From an optimization exercise on the open Yosys and OpenROAD flow, aimed at small area; shortcuts taken in it are not production practice. The RTL was checked by simulation tests, not by an equivalence proof against the original design. The clock port is modelled as an ideal driver; clocking choices that lean on that would not hold on a real chip. Power is estimated from default activity; no workload was simulated.

**constraint.sdc**
```tcl
create_clock -name core_clock -period 20.0 [get_ports {CLOCK_50}]
set_input_delay 4.0000 -clock core_clock [delete_from_list [all_inputs] [get_ports {CLOCK_50}]]
set_output_delay 4.0000 -clock core_clock [all_outputs]
set_load 0.01 [all_outputs]
```
**flow/synth.tcl**
```tcl
# The standard flow's synth_recipe.tcl (ORFS synthesis, -nofsm -noshare, flattened, function
# nets renamed), with one change: ABC maps the combinational logic with an
# area-oriented script (flow/abc_area.script) instead of ORFS's delay-oriented
# one.  Flip-flops are mapped by dfflibmap before ABC and are not touched.
proc synth {args} { yosys synth -nofsm -noshare {*}$args }
proc abc {args} {
  set i [lsearch -exact $args -script]
  if { $i >= 0 } { lset args [expr {$i + 1}] $::env(FLOW_ABC_SCRIPT) }
  set j [lsearch -exact $args -D]
  if { $j >= 0 } { set args [lreplace $args $j [expr {$j + 1}]] }
  yosys abc {*}$args
}
source $::env(SCRIPTS_DIR)/synth.tcl
# left out here: clear keep_hierarchy, flatten, clean up, hide names made inside functions, write 1_2_yosys.v
```
**flow/run.sh**
```bash
#!/bin/bash
# The standard layout (standard.sh) with three changes:
#  - synthesis maps logic with an area-oriented ABC script (flow/synth.tcl,
#    flow/abc_area.script); registers are mapped exactly as in standard synthesis
#  - port buffers use the smallest buffer cell (buf_1) instead of clkdlybuf4s50_1
#  - clock tree built from clkbuf_8 cells, without dummy loads
set -euo pipefail
here=$(pwd)
export BUFFER_PORTS_ARGS="-buffer_cell sky130_fd_sc_hd__buf_1"
export CTS_ARGS="-sink_clustering_enable -repair_clock_nets -dont_use_dummy_load -sink_clustering_size 30 -sink_clustering_max_diameter 80 -buf_list {sky130_fd_sc_hd__clkbuf_4 sky130_fd_sc_hd__clkbuf_8}"
export FLOW_ABC_SCRIPT="$here/flow/abc_area.script"
sed "s#SYNTH_SCRIPT=[^ ]*#SYNTH_SCRIPT=$here/flow/synth.tcl#" standard.sh > standard_area.sh
grep -q "SYNTH_SCRIPT=$here/flow/synth.tcl" standard_area.sh
bash standard_area.sh > standard.log 2>&1
```
**config.mk**
```make
export PLATFORM = sky130hd
export DESIGN_NAME = VGA
export DESIGN_NICKNAME = VGA
export VERILOG_FILES = /design/flow/design.v
export SDC_FILE = /design/flow/constraint.sdc
export NUM_CORES = 4
export LEC_CHECK = 0
export CAP_MARGIN = 20
export CORE_MARGIN = 2
export CORE_UTILIZATION = 40
export SLEW_MARGIN = 20
```
**standard.sh**
```bash
#!/bin/bash
# synth_recipe.tcl (not shown) runs the flow's synth.tcl, then flattens the netlist and writes it again
# the make line also repeats each setting of config.mk as NAME=value (left out here)
make -C /OpenROAD-flow-scripts/flow DESIGN_CONFIG=/design/flow/config.mk WORK_HOME=/design/flow/orfs CLKGATE_MAP_FILE= SYNTH_SCRIPT=/design/flow/synth_recipe.tcl "${@:-finish}"
```
**flow/abc_area.script**
```
strash
balance
rewrite
refactor
balance
rewrite
rewrite -z
balance
refactor -z
rewrite -z
balance
dch
map -a
topo
```
**design.v**
```verilog
module VGA(
	input CLOCK_50,
	input rst,
	input [11:0] TRI_P1X,
	input [11:0] TRI_P1Y,
	input [11:0] TRI_P2X,
	input [11:0] TRI_P2Y,
	input [11:0] TRI_P3X,
	input [11:0] TRI_P3Y,
	output [3:0] VGA_R,
	output [3:0] VGA_G,
	output [3:0] VGA_B,
	output [3:0] LEDG,
	output VGA_HS,
	output VGA_VS
);
function automatic [11:0] add12(input [11:0] x, input [11:0] y, input ci);
	integer i; reg c;
	begin
		c = ci;
		for (i = 0; i < 12; i = i + 1) begin
			add12[i] = x[i] ^ y[i] ^ c;
			c = (x[i] & y[i]) | (c & (x[i] ^ y[i]));
		end
	end
endfunction
function automatic [12:0] add13(input [12:0] x, input [12:0] y, input ci);
	integer i; reg c;
	begin
		c = ci;
		for (i = 0; i < 13; i = i + 1) begin
			add13[i] = x[i] ^ y[i] ^ c;
			c = (x[i] & y[i]) | (c & (x[i] ^ y[i]));
		end
	end
endfunction
function automatic ge11(input [10:0] x, input [10:0] yn);
	integer i; reg c;
	begin
		c = 1'b1;
		for (i = 0; i < 11; i = i + 1)
			c = (x[i] & yn[i]) | (x[i] & c) | (yn[i] & c);
		ge11 = c;
	end
endfunction
function automatic [10:0] inc11(input [10:0] x);
	integer i; reg c;
	begin
		c = 1'b1;
		for (i = 0; i < 11; i = i + 1) begin
			inc11[i] = x[i] ^ c;
			c = c & x[i];
		end
	end
endfunction
reg [10:0] hx;
reg [9:0]  vy;
wire h_end = (hx == 11'd1300);
wire v_end = (vy == 10'd490);
wire frame_end = h_end & v_end;
wire [10:0] vy1 = inc11({1'b0, vy});
always @(posedge CLOCK_50) begin
	if (rst) begin
		hx <= 11'h6e3;           
		vy <= 10'h3dd;           
	end else if (h_end) begin
		hx <= 11'h6e3;
		vy <= v_end ? 10'h3dd : vy1[9:0];
	end else
		hx <= inc11(hx);
end
assign LEDG = 4'b1111;
assign VGA_HS = ~((hx > 11'd1300) & (hx < 11'd1953));
assign VGA_VS = ~((vy > 10'd490) & (vy < 10'd991));
wire visible = (hx != 11'd0) & (hx < 11'd1220) & (vy != 10'd0) & (vy < 10'd480);
wire [9:0] C0, C1, C2, C3, C4, C5;
wire win  = (hx[10:8] == 3'b111);           
wire [2:0] job  = hx[7:5];
wire [4:0] step = hx[4:0];
wire busy = win & (job[1:0] != 2'd0) & (step < 5'd23);
wire rot  = win & (((step == 5'd31) & (job[1:0] != 2'd3)) |
                   ((step == 5'd10) & (job[1:0] != 2'd0)));
wire ld  = rst | frame_end;
wire [9:0] mld = {10{ld}};
wire [9:0] mrt = {10{~ld & rot}};
wire [9:0] mhd = {10{~ld & ~rot}};
reg [9:0] C0n, C1n, C2n, C3n, C4n, C5n;
always @(posedge CLOCK_50) begin
	C0n <= ~((mld & TRI_P1Y[9:0]) | (mrt & C1) | (mhd & C0));
	C1n <= ~((mld & TRI_P2X[9:0]) | (mrt & C2) | (mhd & C1));
	C2n <= ~((mld & TRI_P2Y[9:0]) | (mrt & C3) | (mhd & C2));
	C3n <= ~((mld & TRI_P3X[9:0]) | (mrt & C4) | (mhd & C3));
	C4n <= ~((mld & TRI_P3Y[9:0]) | (mrt & C5) | (mhd & C4));
	C5n <= ~((mld & TRI_P1X[9:0]) | (mrt & C0) | (mhd & C5));
end
assign C0 = ~C0n; assign C1 = ~C1n; assign C2 = ~C2n;
assign C3 = ~C3n; assign C4 = ~C4n; assign C5 = ~C5n;
wire [11:0] df_w = add12({2'b0, C2}, ~{2'b0, C0}, 1'b1);
wire [10:0] df = df_w[10:0];        
wire nap  = df[10];                 
wire negA = ~nap;                   
reg [22:12] Zh;
reg [11:0]  Zl;
wire [22:0] Z = {Zh, Zl};
reg s;
wire mul = (step < 5'd11);
wire yk  = vy[step[3:0]] & ~step[3] | vy[{2'b10, step[1:0]}] & step[3] & ~step[1];
wire bk  = C3[step[3:0]] & ~step[3] | C3[{2'b10, step[1:0]}] & step[3] & ~step[1];
wire [11:0] U = Z[22:11];
wire sub = ~(U[11] ^ nap);                
wire inv = mul ? bk : sub;                
wire en  = ~mul | (yk ^ bk);
wire [11:0] A = (step == 5'd0) ? 12'd0 : U;
wire [11:0] S = add12(A, ({df[10], df} ^ {12{inv}}) & {12{en}}, inv & en);
wire q = ~S[11];
wire qs = S[11] ^ negA;                   
wire first = (step == 5'd11);
always @(posedge CLOCK_50) begin
	if (mul)
		Zh <= {S[11], S[11:2]};
	else
		Zh <= S[10:0];
	Zl <= ({12{busy & mul}} & {S[1:0], Z[10:1]}) | ({12{busy & ~mul}} & {Z[10:0], qs}) |
	      ({12{~busy}} & Zl);
	if (first & busy)
		s <= Z[22];
end
wire [11:0] Fs = Z[11:0];
wire o = Fs[11] ^ nap ^ s;
wire [12:0] Tsum = add13({3'd0, C1}, {Fs[11], Fs}, 1'b1);    
wire lo = o ? ~(s ^ negA) : Tsum[12];     
wire hi = o ? (s ^ negA) : Tsum[11];      
wire [10:0] Tc = {11{~lo}} & ({11{hi}} | Tsum[10:0]);
wire wr = win & (step == 5'd23);
reg [10:0] T1, T2;       
reg inv1, inv2;
always @(posedge CLOCK_50) begin
	if (wr & (job == 3'd1)) begin T1 <= ~Tc; inv1 <= negA; end
	if (wr & (job == 3'd2)) begin T2 <= ~Tc; inv2 <= negA; end
end
wire [10:0] T0 = ~Tc;
wire inv0 = negA;
wire sin0 = ge11(hx, T0) ^ inv0;
wire sin1 = ge11(hx, T1) ^ inv1;
wire sin2 = ge11(hx, T2) ^ inv2;
wire intri = (sin0 == sin1) & (sin1 == sin2);
assign VGA_R = {4{visible}};
assign VGA_G = {4{visible & ~intri}};
assign VGA_B = {4{visible & ~intri}};
endmodule
```
==> results of run 1 <==
==> through the flow <==
step	total power [mW]	hold WS [ns]	setup slack [ns]
global placement	0.6223	0.4492	8.561
global route	0.8536	0.5008	7.290
floorplan	0.5546	0.4436	9.130
finish	0.7857	0.4738	7.986
detailed placement	0.6339	0.4574	8.477
CTS	0.7949	0.4771	7.958
==> sequential cells by signal, summed over array words and instances, names as in the netlist <==
name / cells
hx: 11
vy: 10
T2: 11
Zl: 12
C1n: 10
inv1: 1
C2n: 10
s: 1
inv2: 1
C0n: 10
C4n: 10
T1: 11
C3n: 10
C5n: 10
Zh: 11
==> report_power, final <==
group	internal [mW]	total, mW	switching [mW]
registers	0.311	0.334	0.0230
logic	0.115	0.292	0.177
clock network	0.0746	0.160	0.0851
total	0.501	0.786	0.285
==> critical path, delay by kind of cell, from the launching register on <==
family          cells  cell delay [ns]
buf+inv             4             0.52
simple gates        2             0.34
xor+xnor            3             0.68
fa+ha+maj          10             3.82
flops               1             0.36
compound gates     12             1.85
==> layer usage <==
layer / track usage (%) / part of all wire (%)
met2: 30.46 / 46
met3: 4.182 / 4.7
met5: 0 / 0
met1: 25.71 / 47
met4: 8.033 / 2.1
==> how the worst max path moves through the flow <==
stage                     depth (start not counted)   start        to  slack [ns]
after floorplan                                  31  C0n[0]  VGA_B[1]        9.13
after global placement                           31  C0n[0]  VGA_B[0]        8.56
after detailed placement                         31  C0n[0]  VGA_G[2]        8.48
after CTS                                        31  C0n[0]  VGA_G[2]        7.96
after global routing                             31  C0n[0]  VGA_B[3]        7.29
final                                            31  C0n[0]  VGA_G[2]        7.99
==> cell usage in the layout (no fill, tap or decap), types with 2 or more instances in the layout <==
cell	Yosys	routed
fa_1	29	29
nor4_1	4	3
maj3_1	3	3
a21oi_1	97	97
o22a_2	2	2
a221o_2	2	2
o2111ai_1	3	3
nor2_1	46	46
dfxtp_1	104	104
clkinv_1	87	87
conb_1	1	4
ha_1	24	24
edfxtp_1	25	25
o22ai_1	71	71
o21ai_0	40	39
nand2_1	60	59
xnor2_1	3	3
a31oi_1	2	2
buf_4	15	5
a22oi_1	6	6
clkbuf_8	0	17
buf_1	0	75
or2_2	9	9
nand3_1	12	12
xor2_1	8	8
nand4_1	4	4
o221ai_1	15	15
o21a_1	2	2
nor3_1	4	4
a221oi_1	4	4
==> logic make-up after synthesis <==
logic type / Yosys count / share of synthesized area (%)
AOI/OAI and AO/OA: 252 / 23.59
xor gates and xnor gates: 11 / 1.513
adders and majority gates: 56 / 14.30
and+or+nand+nor: 139 / 9.173
other: 1 / 0.05887
buffers and inverters: 102 / 6.895
DFF: 129 / 44.47
==> final cells by class <==
| type | instances | area (sq um) |
|---|---|---|
| clock buffer | 17 | 234.0 |
| sequential | 129 | 2833 |
| timing repair buffer | 81 | 339.1 |
| fill | 1530 | 8581 |
| tap | 216 | 270.3 |
| inverter | 87 | 326.6 |
| multi-input combinational | 462 | 3129 |
==> flow_metrics.env, run 1 <==
export IMPL_min_to="Zl[9]"
export IMPL_yosys_top_cells_count="104 x dfxtp_1, 97 x a21oi_1, 87 x clkinv_1, 71 x o22ai_1, 60 x nand2_1"
export IMPL_r2r_end="Zl[0]"
export IMPL_hold_buffers=0
export IMPL_dr_pass1_iters=5
export IMPL_fin_tns_setup_ns=0
export IMPL_finalNetCount=905
export IMPL_clk_pin_slew_ns=0.07
export IMPL_io_pins=92
export IMPL_tightest_slew_ns=0.8733
export IMPL_placedCellCount=974
export IMPL_crit_slowest_cell="fa_1"
export IMPL_dieArea_sq_mm=0.01695
export IMPL_hp_class="register to register"
export IMPL_finalNonFillerCells=992
export IMPL_hold_viol=0
export IMPL_rows=46
export IMPL_ys_ff_latch=129
export IMPL_die_w_um=130.2
export IMPL_slew_headroom_pct=41.57
export IMPL_drc=0
export IMPL_grt_max_degree=63
export IMPL_cts_root_buf="clkbuf_8"
export IMPL_min_from="Zl[8]"
export IMPL_cts_resized=0
export IMPL_path_class="register to output port"
export IMPL_drive_above_1_share_pct=5.155
export IMPL_fin_crit_ns=12.01
export IMPL_fin_area_sq_mm=0.007132
export IMPL_drt_iter0_drc=416
export IMPL_start_kind="register"
export IMPL_placed_area_sq_mm=0.006878
export IMPL_ir_worst_vdd_uv=60.49
export IMPL_routedWlPerCell_um=15.27
export IMPL_rsz0062_at_grt="no"
export IMPL_synthDominantCellAreaShare_pct=32.69
export IMPL_antenna_found_initial=0
export IMPL_cts_made_buffers=17
export IMPL_yosysUniqueCellTypes=36
export IMPL_fin_skew_ns=0.01810
export IMPL_worstPathRequired_ns=16.00
export IMPL_synth_edff_count=25
export IMPL_async_flop_share_pct=0
export IMPL_max_stage_delay_ns=0.46
export IMPL_diodes=0
export IMPL_fin_crit_sh_pct=60.07
export IMPL_leakagePower_nw=2.557
export IMPL_grt_overflow_total=0
export IMPL_critPathMostFrequentCell="fa_1"
export IMPL_yosysWarnings=1
export IMPL_start_util_pct=40.54
export IMPL_routed_wl_um=15150
export IMPL_cts_sinks=129
export IMPL_power_density_mw_per_mm2=110.2
export IMPL_syn_to_final_growth_pct=11.96
export IMPL_coreArea_sq_mm=0.01571
export IMPL_grtUsageTotal_pct=19.28
export IMPL_cap_violations=0
export IMPL_finalWeightedCongestion=0.8852
export IMPL_portBuffers=75
export IMPL_setup_viol=0
export IMPL_syn_avg_cell_area_sq_um=9.232
export IMPL_cts_buffer_depth=2
export IMPL_yosysSeqAreaShare_pct=44.47
export IMPL_cts_tree="done"
export IMPL_timing_reg2reg_setup_slack_ns=9.41
export IMPL_fp_dieH_um=130.2
export IMPL_synthTopCellsByArea="dfxtp_1 33%, edfxtp_1 12%, fa_1 9.1%"
export IMPL_r2r_cells=33
export IMPL_clock_latency_ns=0.44
export IMPL_synth_most_common_cell="dfxtp_1"
export IMPL_syn_area_sq_mm=0.006370
export IMPL_fmax_mhz=83.24
export IMPL_ant_nets=0
export IMPL_holdPathStages=2
export IMPL_via_per_inst=5.426
export IMPL_synth_main_ff_cell="dfxtp_1"
export IMPL_cp_end_kind="output port"
export IMPL_dp_hpwl_um=11250
export IMPL_maxSlewViolCount=0
export IMPL_syn_inst=690
export IMPL_postCtsSetupRepairBufs=0
export IMPL_grt_pass1_vias=5207
export IMPL_outcome="complete, no violations"
export IMPL_r2r_start="C0n[0]"
export IMPL_yosys_area_top_type="dfxtp_1"
export IMPL_fin_util_pct=45.39
export IMPL_htree_num_levels=4
export IMPL_grt_pass1_wl_um=25430
export IMPL_cp_arrival_ns=8.01
export IMPL_num_vias=5383
export IMPL_worstPathMaxFanout=10
==> run 2, diff against run 1 <==
==> flow/run.sh (replaced) <==
#!/bin/bash
# The standard layout (standard.sh) with these changes:
#  - synthesis maps logic with an area-oriented ABC script (flow/synth.tcl,
#    flow/abc_area.script); registers are mapped exactly as in standard synthesis
#  - port buffers use the smallest buffer cell (buf_1) instead of clkdlybuf4s50_1
#  - clock tree built from clkbuf_8 cells, without dummy loads; leaf buffers
#    with at most 8 sinks are then swapped for clkbuf_4 (flow/cts_downsize.tcl)
set -euo pipefail
here=$(pwd)
export BUFFER_PORTS_ARGS="-buffer_cell sky130_fd_sc_hd__buf_1"
export CTS_ARGS="-sink_clustering_enable -repair_clock_nets -dont_use_dummy_load -sink_clustering_size 30 -sink_clustering_max_diameter 80 -buf_list {sky130_fd_sc_hd__clkbuf_4 sky130_fd_sc_hd__clkbuf_8}"
export PRE_CTS_TCL="$here/flow/cts_downsize.tcl"
export FLOW_ABC_SCRIPT="$here/flow/abc_area.script"
sed "s#SYNTH_SCRIPT=[^ ]*#SYNTH_SCRIPT=$here/flow/synth.tcl#" standard.sh > standard_area.sh
grep -q "SYNTH_SCRIPT=$here/flow/synth.tcl" standard_area.sh
bash standard_area.sh > standard.log 2>&1
==> flow/cts_downsize.tcl (new file) <==
# Sourced by ORFS cts.tcl before CTS (PRE_CTS_TCL). Wraps clock_tree_synthesis:
# after TritonCTS has built the tree from clkbuf_8 cells, each clock buffer that
# drives at most 8 sinks is swapped for a clkbuf_4. The rest of cts.tcl
# (legalisation, timing repair) then runs as usual.
rename clock_tree_synthesis my_tritoncts
proc clock_tree_synthesis { args } {
  my_tritoncts {*}$args
  set n 0
  foreach inst [get_cells *] {
    if { [get_property $inst ref_name] != "sky130_fd_sc_hd__clkbuf_8" } { continue }
    set name [get_property $inst name]
    set net [get_nets -of_objects [get_pins $name/X]]
    set fanout [expr {[llength [get_pins -of_objects $net]] - 1}]
    if { $fanout <= 8 } {
      replace_cell $inst sky130_fd_sc_hd__clkbuf_4
      incr n
    }
  }
  puts "flow: $n clock buffers downsized to sky130_fd_sc_hd__clkbuf_4"
}
==> run 2 against run 1 <==
Via count decreased by 0.39%. Critical path depth unchanged. Power decreased by 3.4%. Critical endpoint unchanged. Sequential cell count is the same. Largest power group unchanged. Non-clock buffer count did not move. Register-to-register slack better by 0.06 ns. Clock power fell by 16%. Synthesized area stayed put. Critical path type unchanged. Maximum frequency rose by 0.52%. Global-route usage about the same. Sequential share of layout area grew 0.39 points.
==> flow_metrics.env, run 2 <==
export IMPL_fin_crit_ns=11.95
export IMPL_synth_most_common_cell="dfxtp_1"
export IMPL_cts_tree="done"
export IMPL_finalNetCount=905
export IMPL_clock_latency_ns=0.44
export IMPL_grt_overflow_total=0
export IMPL_rows=46
export IMPL_syn_avg_cell_area_sq_um=9.232
export IMPL_hold_viol=0
export IMPL_die_w_um=130.2
export IMPL_grtUsageTotal_pct=19.30
export IMPL_regMostFlops="Zl"
export IMPL_slew_headroom_pct=41.49
export IMPL_cap_violations=0
export IMPL_ir_worst_vdd_uv=59.81
export IMPL_drive_above_1_share_pct=5.155
export IMPL_clk_pin_slew_ns=0.09
export IMPL_yosys_top_cells_count="104 x dfxtp_1, 97 x a21oi_1, 87 x clkinv_1, 71 x o22ai_1, 60 x nand2_1"
export IMPL_fp_dieH_um=130.2
export IMPL_fmax_mhz=83.67
export IMPL_yosysSeqAreaShare_pct=44.47
export IMPL_ys_ff_latch=129
export IMPL_cp_top_family="adder cells"
export IMPL_dp_slack_ns=8.477
export IMPL_drt_iter0_drc=410
export IMPL_maxSlewViolCount=0
export IMPL_fin_tns_setup_ns=0
export IMPL_setup_viol=0
export IMPL_ant_nets=0
export IMPL_postCtsSetupRepairBufs=0
export IMPL_routed_wl_um=15080
export IMPL_grt_max_degree=63
export IMPL_path_class="register to output port"
export IMPL_syn_to_final_growth_pct=10.88
export IMPL_num_vias=5362
export IMPL_syn_inst=690
export IMPL_fin_skew_ns=0.04237
export IMPL_cp_arrival_ns=7.95
export IMPL_nFillCells=1539
export IMPL_dieArea_sq_mm=0.01695
export IMPL_drc=0
export IMPL_rsz0062_at_grt="no"
export IMPL_yosysWarnings=1
export IMPL_hold_buffers=0
export IMPL_yosysUniqueCellTypes=36
export IMPL_syn_area_sq_mm=0.006370
export IMPL_largest_register_ffs=12
export IMPL_worstPathRequired_ns=16.00
export IMPL_synthTopCellsByArea="dfxtp_1 33%, edfxtp_1 12%, fa_1 9.1%"
export IMPL_synthDominantCellAreaShare_pct=32.69
export IMPL_dp_hpwl_um=11250
export IMPL_finalWeightedCongestion=0.8852
export IMPL_async_flop_share_pct=0
export IMPL_routedWlPerCell_um=15.21
export IMPL_start_kind="register"
export IMPL_portBuffers=75
export IMPL_yosys_area_top_type="dfxtp_1"
export IMPL_final_cell_mix="104 x dfxtp_1, 97 x a21oi_1, 87 x clkinv_1, 75 x buf_1, 71 x o22ai_1"
export IMPL_multi_input_area_sq_mm=0.003129
export IMPL_fin_crit_sh_pct=59.76
export IMPL_crit_buf_inv=4
export IMPL_whs_ns=0.4762
export IMPL_leakagePower_nw=2.529
export IMPL_cts_resized=0
export IMPL_cts_sinks=129
export IMPL_max_stage_delay_ns=0.46
export IMPL_dr_pass1_iters=5
export IMPL_fin_util_pct=44.95
export IMPL_critPathMostFrequentCell="fa_1"
export IMPL_synth_main_ff_cell="dfxtp_1"
export IMPL_synth_edff_count=25
export IMPL_worstPathMaxFanout=10
export IMPL_power_density_mw_per_mm2=107.5
export IMPL_antenna_found_initial=0
export IMPL_hp_class="register to register"
export IMPL_io_pins=92
export IMPL_cp_end_kind="output port"
export IMPL_grt_pass1_vias=5196
export IMPL_final_common_cell="dfxtp_1"
export IMPL_diodes=0
export IMPL_grt_pass1_wl_um=25470
export IMPL_ff_latch_area_sq_mm=0.002833
export IMPL_coreArea_sq_mm=0.01571
export IMPL_cts_made_buffers=17
export IMPL_tightest_slew_ns=0.8744
export IMPL_outcome="complete, no violations"
export IMPL_via_per_inst=5.405
export IMPL_crit_slowest_cell="fa_1"
export IMPL_fin_ws_ns=8.048
export IMPL_start_util_pct=40.54
-- run 2: cell counts after synthesis --
Identical to the previous run, type by type.
-- run 2: logic make-up (layout without fill, tap and decap cells) --
group,count (synthesis),count (layout),share of synthesized area (%)
other,1,4,0.05887
buffers and inverters,102,185,6.895
adder cells (fa/ha/maj),56,56,14.30
flip-flops,129,129,44.47
AO/OA/AOI/OAI,252,252,23.59
XOR/XNOR,11,11,1.513
AND/OR/NAND/NOR,139,139,9.173
-- run 2: final cells by class --
type	instances	share of cell area, %
clock buffer	17	2.338
timing repair buffer	81	4.801
multi-input combinational	462	44.30
inverter	87	4.624
tap	216	3.826
sequential	129	40.11
-- run 2: worst paths after layout --
kind,startpoint,end,slack (ns),cells past startpoint
setup / recovery,C0n[0],VGA_G[2],8.05,31
hold / removal,Zl[4],Zl[5],0.48,2
setup reg to reg,C0n[0],Zl[0],9.47,33
hold reg to reg,Zl[4],Zl[5],0.48,2
-- run 2: where the power goes --
| group | switching [mW] | internal (mW) |
|---|---|---|
| Clock | 0.0816 | 0.0520 |
| Sequential | 0.0230 | 0.311 |
| Combinational | 0.177 | 0.115 |
| Total | 0.281 | 0.478 |
-- run 2: routing by layer --
| metal | up-vias | wire [um] | global-route usage, % |
|---|---|---|---|
| li1 | 2652 | - | - |
| met1 | 2531 | 7012 | 25.82 |
| met2 | 159 | 7034 | 30.64 |
| met3 | 20 | 774 | 4.264 |
| met4 | 0 | 262 | 7.464 |
| met5 | - | 0 | 0 |
-- run 2: per-stage QoR --
stage                     instances  area [sq um]  total power [mW]
after floorplan                 693          6381            0.5546
after global placement          974          6878            0.6223
after detailed placement        974          6878            0.6339
after CTS                       991          7043            0.7682
after global routing            992          7063            0.8280
final                           992          7063            0.7589
-- run 2: worst register-to-register path, delay by kind of cell (launching register included) --
family	cells	cell delay [ns]
AO/OA/AOI/OAI	4	0.86
XOR/XNOR	3	0.56
adder cells (fa/ha/maj)	20	7.80
buffers and inverters	4	0.64
flip-flops	1	0.36
AND/OR/NAND/NOR	2	0.19
==> run 3, diff against run 2 <==
--- a/config.mk
+++ b/config.mk
@@ -5,7 +5,7 @@
 export SDC_FILE = /design/flow/constraint.sdc
 export NUM_CORES = 4
 export LEC_CHECK = 0
-export CAP_MARGIN = 20
+export CAP_MARGIN = 0
 export CORE_MARGIN = 2
 export CORE_UTILIZATION = 40
-export SLEW_MARGIN = 20
+export SLEW_MARGIN = 0
==> run 3 against run 2 <==
Synthesized area unchanged. Global-route usage unchanged. Clock-buffer cell count unchanged. Synthesized cell count unchanged. Final area decreased by 0.28%. Critical endpoint unchanged. Clock skew increased by 0.0012 ns. Sequential share of layout area increased by 0.11 points. Setup slack got worse by 0.0045 ns. Via count increased by 1.1%. Register-to-register slack about the same. Combinational power about the same. Power about the same.
==> flow_metrics.env, run 3 <==
export IMPL_outcome="complete, no violations"
export IMPL_path_class="register to output port"
export IMPL_fin_ws_ns=8.043
export IMPL_leakagePower_nw=2.518
export IMPL_final_common_cell="dfxtp_1"
export IMPL_grtUsageTotal_pct=19.30
export IMPL_power_frac_seq_pct=44.0
export IMPL_coreArea_sq_mm=0.01571
export IMPL_clk_pin_slew_ns=0.09
export IMPL_power_density_mw_per_mm2=107.7
export IMPL_critPathMostFrequentCell="fa_1"
export IMPL_dp_slack_ns=8.477
export IMPL_setup_viol=0
export IMPL_die_w_um=130.2
export IMPL_hp_class="register to register"
export IMPL_finalNetCount=904
export IMPL_synth_main_ff_cell="dfxtp_1"
export IMPL_final_cell_mix="104 x dfxtp_1, 97 x a21oi_1, 87 x clkinv_1, 75 x buf_1, 71 x o22ai_1"
export IMPL_antenna_found_initial=0
export IMPL_placedCellCount=974
export IMPL_r2r_end="Zl[0]"
export IMPL_slew_headroom_pct=27.40
export IMPL_drive_above_1_share_pct=5.032
export IMPL_dr_pass1_iters=5
export IMPL_crit_path_start="C0n[0]"
export IMPL_cap_violations=0
export IMPL_yosysUniqueCellTypes=36
export IMPL_num_vias=5423
export IMPL_cts_tree="done"
export IMPL_timing_reg2reg_setup_slack_ns=9.48
export IMPL_via_per_inst=5.472
export IMPL_r2r_start="C0n[0]"
export IMPL_cp_end_kind="output port"
export IMPL_syn_to_final_growth_pct=10.57
export IMPL_grt_pass1_vias=5196
export IMPL_syn_inst=690
export IMPL_synth_edff_count=25
export IMPL_start_util_pct=40.54
export IMPL_p_comb_share_pct=38.4
export IMPL_ir_worst_vdd_uv=60.62
export IMPL_pwr_share_clk_pct=17.6
export IMPL_grt_overflow_total=0
export IMPL_syn_area_sq_mm=0.006370
export IMPL_finalNonFillerCells=991
export IMPL_hold_viol=0
export IMPL_fin_tns_setup_ns=0
export IMPL_syn_avg_cell_area_sq_um=9.232
export IMPL_routed_wl_um=15120
export IMPL_worstPathRequired_ns=16.00
export IMPL_worstPathMaxFanout=10
export IMPL_crit_slowest_cell="fa_1"
export IMPL_routedWlPerCell_um=15.26
export IMPL_fin_crit_sh_pct=59.78
export IMPL_placed_area_sq_mm=0.006878
export IMPL_yosysSeqAreaShare_pct=44.47
export IMPL_rows=46
export IMPL_grt_pass1_wl_um=25470
export IMPL_cts_sinks=129
export IMPL_max_stage_delay_ns=0.46
export IMPL_postCtsSetupRepairBufs=0
export IMPL_finalPower_uw=758.8
export IMPL_async_flop_share_pct=0
export IMPL_tightest_slew_ns=1.085
export IMPL_p_sw_share_pct=37.03
export IMPL_grt_max_degree=63
export IMPL_cts_made_buffers=17
export IMPL_fmax_mhz=83.63
export IMPL_yosys_area_top_type="dfxtp_1"
export IMPL_switchingPower_uw=281.0
export IMPL_ys_ff_latch=129
export IMPL_clock_latency_ns=0.44
export IMPL_fin_skew_ns=0.04356
export IMPL_drc=0
export IMPL_hold_buffers=0
export IMPL_fin_area_sq_mm=0.007043
export IMPL_rsz0062_at_grt="no"
export IMPL_internal_power_uw=477.8
export IMPL_portBuffers=75
export IMPL_dp_hpwl_um=11250
export IMPL_synthTopCellsByArea="dfxtp_1 33%, edfxtp_1 12%, fa_1 9.1%"
export IMPL_synthDominantCellAreaShare_pct=32.69
export IMPL_fp_dieH_um=130.2
export IMPL_diodes=0
export IMPL_synth_most_common_cell="dfxtp_1"
export IMPL_start_kind="register"
export IMPL_largest_register_ffs=12
export IMPL_dieArea_sq_mm=0.01695
export IMPL_yosys_top_cells_count="104 x dfxtp_1, 97 x a21oi_1, 87 x clkinv_1, 71 x o22ai_1, 60 x nand2_1"
export IMPL_io_pins=92
export IMPL_maxSlewViolCount=0
export IMPL_yosysWarnings=1
export IMPL_cts_resized=0
export IMPL_crit_path_end="VGA_G[2]"
export IMPL_finalWeightedCongestion=0.8852
export IMPL_ant_nets=0
export IMPL_cp_arrival_ns=7.96
export IMPL_r2r_cells=33
export IMPL_fin_crit_ns=11.96
export IMPL_drt_iter0_drc=358
export IMPL_regMostFlops="Zl"
## run 3: power by group through the flow
stage	Clock (mW)	Combinational, mW	Sequential [mW]
after global routing	0.151	0.339	0.338
after floorplan	0	0.222	0.333
final	0.133	0.292	0.334
after detailed placement	0	0.294	0.340
after CTS	0.139	0.295	0.334
after global placement	0	0.283	0.339
## run 3: how the worst min path moves through the flow
stage | from | end | slack, ns | cells after the start
2_1_floorplan | Zl[0] | Zl[1] | 0.44 | 2
3_3_place_gp | Zl[6] | Zl[7] | 0.45 | 2
3_5_place_dp | Zl[7] | Zl[8] | 0.46 | 2
4_1_cts | Zl[8] | Zl[9] | 0.48 | 2
5_1_grt | Zh[22] | s | 0.51 | 0
6_report | Zl[4] | Zl[5] | 0.48 | 2
## run 3: metrics by stage
step	utilization, %	hold slack, ns
floorplan	-	0.4436
global placement	43.77	0.4492
detailed placement	43.77	0.4574
CTS	44.82	0.4822
global route	44.82	0.5075
finish	44.82	0.4785
## run 3: kinds of logic after synthesis
logic type      count (synthesis)  share of synthesized area, %
compound gates                252                         23.59
simple gates                  139                         9.173
flops                         129                         44.47
buf+inv                       102                         6.895
fa+ha+maj                      56                         14.30
xor+xnor                       11                         1.513
other cells                     1                       0.05887
## run 3: cell type report
class / instances / area (sq um)
Clock buffer: 17 / 165.2
Timing Repair Buffer: 80 / 319.1
Fill cell: 1541 / 8670
Sequential cell: 129 / 2833
Tap cell: 216 / 270.3
Multi-Input combinational cell: 462 / 3129
Inverter: 87 / 326.6
## run 3: worst max-delay path, delay by kind of cell (launching register included)
family	cells	cell delay, ns
XOR/XNOR	3	0.67
AO/OA/AOI/OAI	12	1.83
AND/OR/NAND/NOR	2	0.34
flip-flops	1	0.36
buffers and inverters	4	0.51
adder cells (fa/ha/maj)	10	3.83
## run 3: per-layer routing
layer,global-route usage (%),vias to the layer above,wire length [um]
li1,-,2652,-
met3,4.264,24,843
met5,0,-,0
met2,30.64,176,7056
met4,7.464,0,306
met1,25.82,2571,6915

==> static timing again, ports no longer ideal <==
The flow's constraints put no driver on any port. The routed layouts listed below were extracted and timed again, unchanged, in two steps.
Step 1 assumes that a clkbuf_16 drives the clock port and a buf_2 every other input.
Step 2 times the ports against the registers' clock, not the clock port: input delays grow and output delays shrink by t, the midpoint of the rising clock arrivals with the driver on.
a / b / c = no drivers / after step 1 / after step 2; a / b = the first two.
run | t (ns) | setup slack, ns | worst setup path after step 2 | latest minus earliest clock arrival (ns) | worst data-port slew with drivers (ns)
run 1 | 0.466 | 7.986 / 7.953 / 8.419 | register to output | 0.018 / 0.018 | 0.04
run 2 | 0.453 | 8.048 / 8.015 / 8.467 | register to output | 0.043 / 0.043 | 0.04
run 3 | 0.455 | 8.043 / 8.010 / 8.465 | register to output | 0.044 / 0.043 | 0.04
After both steps setup and hold are still met in every run listed.
